Context: an optimization exercise on an open-source flow, tuned for small area. The choices shown serve that exercise and are no tape-out recipe.
At most, simulation tests tie the RTL to the original design; equivalence was not proved.

==> job 5505: inputs <==
## mulNbit
module mulNbit(a, b, clk, cin, rst, sum, cout);
	parameter N = 32;
	input [N-1:0] a, b;
	input cin, clk, rst;
	output reg [N-1:0] sum;
	output reg cout;
  ...
==> flow/config.mk <==
export PLATFORM = sky130hd
export DESIGN_NAME = mulNbit
export DESIGN_NICKNAME = mulNbit
export VERILOG_FILES = /design/flow/design.v
export SDC_FILE = /design/flow/constraint.sdc
export NUM_CORES = 4
export LEC_CHECK = 0
export CAP_MARGIN = 0
export CORE_MARGIN = 2
export CORE_UTILIZATION = 40
export GPL_TIMING_DRIVEN = 0
export SLEW_MARGIN = 0
export SYNTH_HIERARCHICAL = 1
export SYNTH_MINIMUM_KEEP_SIZE = 0
==> flow/constraint.sdc <==
create_clock -name core_clock -period 8.5 [get_ports {clk}]
set_input_delay 1.7000 -clock core_clock [delete_from_list [all_inputs] [get_ports {clk}]]
set_output_delay 1.7000 -clock core_clock [all_outputs]
set_load 0.01 [all_outputs]
standard.sh (not shown) runs the stock make flow with config.mk's settings and CLKGATE_MAP_FILE= SYNTH_SCRIPT=/design/flow/synth_recipe.tcl, a recipe that flattens the netlist after the stock synthesis.
==> flow/flow/run.sh <==
#!/bin/bash
# Standard layout (the standard.sh), with the port buffers made of the
# smallest buffer cell instead of the resizer's default choice.
set -euo pipefail
bash standard.sh BUFFER_PORTS_ARGS="-buffer_cell sky130_fd_sc_hd__buf_1" finish > standard.log 2>&1
==> inputs of job 3148, as changes to job 5505 <==
==> flow/run.sh (new file) <==
#!/bin/bash
# synth_recipe.tcl (not shown) runs the flow's synth.tcl, then flattens the netlist and writes it again
# the make line also repeats each setting of config.mk as NAME=value (left out here)
make -C /OpenROAD-flow-scripts/flow DESIGN_CONFIG=/design/flow/config.mk WORK_HOME=/design/flow/orfs CLKGATE_MAP_FILE= SYNTH_SCRIPT=/design/flow/synth_recipe.tcl finish
--- a/flow/config.mk
+++ b/flow/config.mk
@@ -6,9 +6,8 @@
 export NUM_CORES = 4
 export LEC_CHECK = 0
-export CAP_MARGIN = 0
+export CAP_MARGIN = 20
 export CORE_MARGIN = 2
 export CORE_UTILIZATION = 40
-export GPL_TIMING_DRIVEN = 0
-export SLEW_MARGIN = 0
+export SLEW_MARGIN = 20
 export SYNTH_HIERARCHICAL = 1
 export SYNTH_MINIMUM_KEEP_SIZE = 0
removed: flow/flow/run.sh
removed: flow/standard.sh
==> impl_metrics.json <==
{
  "hold_ws_ns": 1.93,
  "vias": 9805,
  "fin_ws_ns": 0.297,
  "fin_cells": 1698,
  "outcome": "complete, no violations",
  "met1_length_mm": 15.6,
  "totalWireLength_mm": 37.5,
  "wl_per_cell_um": 22.1,
  "placed_area_um2": 14100,
  "min_from": "rst",
  "fmax_mhz": 122
}
the above is filed under job 3148

==> impl_metrics.json <==
{
  "outcome": "complete, no violations",
  "fmax_mhz": 120,
  "fin_ws_ns": 0.199,
  "grt.total_usage_pct": 27.0,
  "fin_cells": 1743,
  "min_from": "b[0]",
  "cts_made_buffers": 5,
  "placed_area_um2": 13200,
  "hold_ws_ns": 1.96,
  "wl_per_cell_um": 24.9,
  "rsz0062_at_grt": "no",
  "vias": 10349,
  "totalWireLength_mm": 43.4,
  "met1_length_mm": 17.4
}
the above is filed under job 5505


* * *

==> 04-24: inputs <==
Another version of the RTL of mulNbit (not shown whole).
export LEC_CHECK = 0
export CAP_MARGIN = 20
export CORE_MARGIN = 2
export CORE_UTILIZATION = 60
export CTS_BUF_LIST = sky130_fd_sc_hd__clkbuf_4 sky130_fd_sc_hd__clkbuf_8
export GPL_TIMING_DRIVEN = 0
export SLEW_MARGIN = 20
export SYNTH_HIERARCHICAL = 1
export SYNTH_MINIMUM_KEEP_SIZE = 0
create_clock -name core_clock -period 8.5 [get_ports {clk}]
==> flow/flow/run.sh <==
#!/bin/bash
# The standard layout (standard.sh) with two changes:
#  - after the standard synthesis, every combinational cell is set to the
#    smallest drive strength of its family (flow/downsize.py); the resizer
#    in placement, CTS and routing upsizes what timing needs;
#  - the port buffers are the smallest buffer cell.
set -euo pipefail
ARGS=(BUFFER_PORTS_ARGS="-buffer_cell sky130_fd_sc_hd__buf_1")
R=orfs/results/sky130hd/mulNbit/base
bash standard.sh "${ARGS[@]}" synth > synth.log 2>&1
cp $R/1_2_yosys.v 1_2_yosys.standard.v
python3 flow/downsize.py "$FLOW_HOME/platforms/sky130hd/lib/sky130_fd_sc_hd__tt_025C_1v80.lib" $R/1_2_yosys.v > downsize.log 2>&1
rm -f $R/1_synth.odb $R/1_synth.sdc
bash standard.sh "${ARGS[@]}" finish > standard.log 2>&1
Other scripts of this flow, unchanged in this note and not shown: flow/flow/downsize.py
==> inputs of 09-25, as changes to 04-24 <==
CAP_MARGIN = 10   (was 20)
SLEW_MARGIN = 10   (was 20)
==> summary.txt <==
outcome complete, no violations; Global Route Usage Sum 37.3%; Post-Route WL between 30000 and 40000 um; area delta synth->final 12.2%; CP Depth 18; Worst Path Buf+Inv 1; crit path from b[19]; initial antenna violation count 1; worst path cell trace buf_2 -> and3b_1 -> a21oi_2 -> o22ai_1 -> xor2_1 -> fa_1 -> fa_1 -> fa_1 -> fa_1 -> fa_1 -> fa_1 -> fa_1 -> o21ai_0 -> a41oi_2 -> a21oi_1 -> nor2b_1 -> fa_1 -> and2_1; Final HPWL DP around 26000 um; wire length on met2 about 17000 um
# the run above: 04-24

==> summary.txt <==
outcome complete, no violations; Global Route Usage Sum roughly 37%; Worst Path Buf+Inv 2; CP Depth 20; area delta synth->final 12.0%; crit path from a[3]; Final HPWL DP 26100 um; worst path cell trace buf_1 -> clkinv_1 -> o22ai_1 -> xor2_1 -> fa_1 -> fa_1 -> fa_1 -> fa_1 -> fa_1 -> fa_1 -> ha_1 -> nand2_1 -> nor2_1 -> o21bai_1 -> a41oi_2 -> a21oi_1 -> nor2b_1 -> fa_1 -> xor2_1 -> and2_1; wire length on met2 around 17000 um
# the run above: 09-25


* * *

==> run a: inputs <==
Another version of the RTL of mulNbit (not shown whole).
Settings: LEC_CHECK=0, CAP_MARGIN=10, CORE_MARGIN=2, CORE_UTILIZATION=60, CTS_BUF_LIST=sky130_fd_sc_hd__clkbuf_4 sky130_fd_sc_hd__clkbuf_8, GPL_TIMING_DRIVEN=0, PLACE_DENSITY=0.8, SETUP_SLACK_MARGIN=0.05, SLEW_MARGIN=10, SYNTH_HIERARCHICAL=1, SYNTH_MINIMUM_KEEP_SIZE=0; clock period 8.5 ns.
==> flow/flow/downsize.py <==
#!/usr/bin/env python3
"""Set every combinational cell of the synthesized netlist to the smallest
drive strength of its family (same function, same pins); the placement and
routing steps' resizer then upsizes whatever timing needs.
usage: downsize.py LIB NETLIST  (rewrites NETLIST in place)"""
import re
import sys
import collections

lib = open(sys.argv[1]).read()
cells = {}
for m in re.finditer(r'\n\s*cell\s*\(\s*"?(\w+)"?\s*\)\s*\{', lib):
    name = m.group(1)
    start = m.end()
    nxt = lib.find('\n    cell (', start)
    body = lib[start:nxt if nxt > 0 else len(lib)]
    am = re.search(r'area\s*:\s*([\d.]+)', body)
    pins = tuple(sorted(re.findall(r'pin\s*\(\s*"?(\w+)"?\s*\)', body)))
    ff = 'ff (' in body or 'ff(' in body or 'latch' in body
    cells[name] = (float(am.group(1)) if am else 0.0, pins, ff)
fam = collections.defaultdict(list)
for name, (area, pins, ff) in cells.items():
    m = re.match(r'(sky130_fd_sc_hd__\w+?)_(\d+)$', name)
    if m:
        fam[(m.group(1), pins)].append((area, int(m.group(2)), name))
best = {}
for (base, pins), lst in fam.items():
    lst.sort()
    for area, n, name in lst:
        best[name] = lst[0][2]
net = open(sys.argv[2]).read()
count = collections.Counter()


def rep(m):
    name = m.group(1)
    if name not in cells or cells[name][2]:
        return m.group(0)
    if name.startswith(('sky130_fd_sc_hd__clkbuf', 'sky130_fd_sc_hd__conb')):
        return m.group(0)
    b = best.get(name, name)
    if cells[b][0] >= cells[name][0]:
        b = name
    if b != name:
        count[(name, b)] += 1
    return m.group(0).replace(name, b, 1)


net = re.sub(r'^\s*(sky130_fd_sc_hd__\w+)\s', rep, net, flags=re.M)
open(sys.argv[2], 'w').write(net)
for (a, b), n in sorted(count.items()):
    print('%4d %s -> %s' % (n, a, b))
Scripts as last shown in full above: flow/flow/run.sh
==> run b: changes against run a <==
--- a/flow/design.v
+++ b/flow/design.v
@@ -815,33 +815,33 @@
   assign P1036 = P1004 & P1024;
   assign G1037 = G1005 | (P1006 & G1023);
   assign P1038 = P1006 & P1024;
   assign G1039 = G1007 | (P1008 & G1023);
   assign P1040 = P1008 & P1024;
-  bxor u_sum9 (.a(p914), .b(1'b0), .y(sum1041));
-  bxor u_sum10 (.a(p916), .b(G937), .y(sum1042));
-  bxor u_sum11 (.a(s480), .b(G961), .y(sum1043));
-  bxor u_sum12 (.a(p918), .b(G963), .y(sum1044));
-  bxor u_sum13 (.a(s502), .b(G985), .y(sum1045));
-  bxor u_sum14 (.a(p920), .b(G987), .y(sum1046));
-  bxor u_sum15 (.a(s528), .b(G989), .y(sum1047));
-  bxor u_sum16 (.a(p922), .b(G991), .y(sum1048));
-  bxor u_sum17 (.a(s558), .b(G1009), .y(sum1049));
-  bxor u_sum18 (.a(p924), .b(G1011), .y(sum1050));
-  bxor u_sum19 (.a(s592), .b(G1013), .y(sum1051));
-  bxor u_sum20 (.a(p926), .b(G1015), .y(sum1052));
-  bxor u_sum21 (.a(s630), .b(G1017), .y(sum1053));
-  bxor u_sum22 (.a(p928), .b(G1019), .y(sum1054));
-  bxor u_sum23 (.a(s672), .b(G1021), .y(sum1055));
-  bxor u_sum24 (.a(p930), .b(G1023), .y(sum1056));
-  bxor u_sum25 (.a(s718), .b(G1025), .y(sum1057));
-  bxor u_sum26 (.a(p932), .b(G1027), .y(sum1058));
-  bxor u_sum27 (.a(s768), .b(G1029), .y(sum1059));
-  bxor u_sum28 (.a(p934), .b(G1031), .y(sum1060));
-  bxor u_sum29 (.a(s822), .b(G1033), .y(sum1061));
-  bxor u_sum30 (.a(p936), .b(G1035), .y(sum1062));
-  bxor u_sum31 (.a(s880), .b(G1037), .y(sum1063));
+  assign sum1041 = p914 ^ 1'b0;
+  assign sum1042 = p916 ^ G937;
+  assign sum1043 = s480 ^ G961;
+  assign sum1044 = p918 ^ G963;
+  assign sum1045 = s502 ^ G985;
+  assign sum1046 = p920 ^ G987;
+  assign sum1047 = s528 ^ G989;
+  assign sum1048 = p922 ^ G991;
+  assign sum1049 = s558 ^ G1009;
+  assign sum1050 = p924 ^ G1011;
+  assign sum1051 = s592 ^ G1013;
+  assign sum1052 = p926 ^ G1015;
+  assign sum1053 = s630 ^ G1017;
+  assign sum1054 = p928 ^ G1019;
+  assign sum1055 = s672 ^ G1021;
+  assign sum1056 = p930 ^ G1023;
+  assign sum1057 = s718 ^ G1025;
+  assign sum1058 = p932 ^ G1027;
+  assign sum1059 = s768 ^ G1029;
+  assign sum1060 = p934 ^ G1031;
+  assign sum1061 = s822 ^ G1033;
+  assign sum1062 = p936 ^ G1035;
+  assign sum1063 = s880 ^ G1037;
   assign sum1064 = x912 ^ G1039;
   assign prod[0] = pp111;
   assign prod[1] = s416;
   assign prod[2] = s418;
   assign prod[3] = s422;
CORE_UTILIZATION = 70   (was 60)
==> impl_metrics.csv <==
group,metric,value,unit
worst_setup_path,critical_path.slowest_cell,"fa_1",
global_routing,grt.total_usage,36.0,%
outcome,status,"no timing/DRC/antenna violations",
floorplanning,die_w,139,µm
worst_setup_path,crit_required,8.73,ns
placement,dp_slack,-1.61,ns
(the above is from run a)
==> impl_metrics.csv <==
group,metric,value,unit
outcome,status,"no timing/DRC/antenna violations",
global_routing,grt.total_usage,42.4,%
worst_setup_path,critical_path.slowest_cell,"nand2b_1",
sta,slew_headroom,21.9,%
floorplanning,die_w,130,µm
global_routing,grt_pass1_vias,10016,
final_layout,antenna_cells,0,
placement,dp_slack,-0.841,ns
worst_setup_path,crit_required,8.79,ns
floorplanning,die_h,130,µm
(the above is from run b)
No functional check of the RTL was part of any run of this note.

## what the ideal ports hide
Ports are ideal in the flow. The routed layouts listed here were re-timed in OpenROAD.
Step 1 (the two cells are an assumption about what drives the block):
set clk [get_ports {clk}]
set_driving_cell -lib_cell sky130_fd_sc_hd__clkbuf_16 $clk
set_driving_cell -lib_cell sky130_fd_sc_hd__buf_2 [delete_from_list [all_inputs] $clk]
Step 2 adds t to the input delays and takes it off the output delays; t is the mean of the earliest and latest rising clock arrival at the registers after step 1. Input paths then give back, and output paths get back, about the clock's delay inside the block.
a / b / c = ideal ports / drivers / drivers and shift; a / b = the first two.
run | shift t [ns] | setup slack, ns | hold slack, ns | worst data-port slew with drivers (ns) | pins driven straight from the clock port
job 5505 | 0.339 | 0.199 / 0.220 / -0.119 | 1.959 / 1.938 / 2.105 | 0.08 | 1
job 3148 | 0.342 | 0.297 / 0.324 / -0.017 | 1.930 / 1.907 / 2.248 | 0.06 | 1
04-24 | 0.362 | 0.208 / 0.229 / -0.133 | 1.829 / 1.808 / 2.101 | 0.05 | 1
09-25 | 0.362 | 0.181 / 0.188 / -0.174 | 1.833 / 1.813 / 2.098 | 0.05 | 1
run a | 0.354 | 0.296 / 0.305 / -0.049 | 1.929 / 1.917 / 2.097 | 0.04 | 1
run b | 0.374 | 0.268 / 0.283 / -0.091 | 1.969 / 1.950 / 2.102 | 0.04 | 1
With both steps, setup timing fails in every run listed, where it was met with ideal ports. For run b, which loses most, drivers alone change the setup slack by +0.015 ns; drivers and shift together by -0.359 ns.
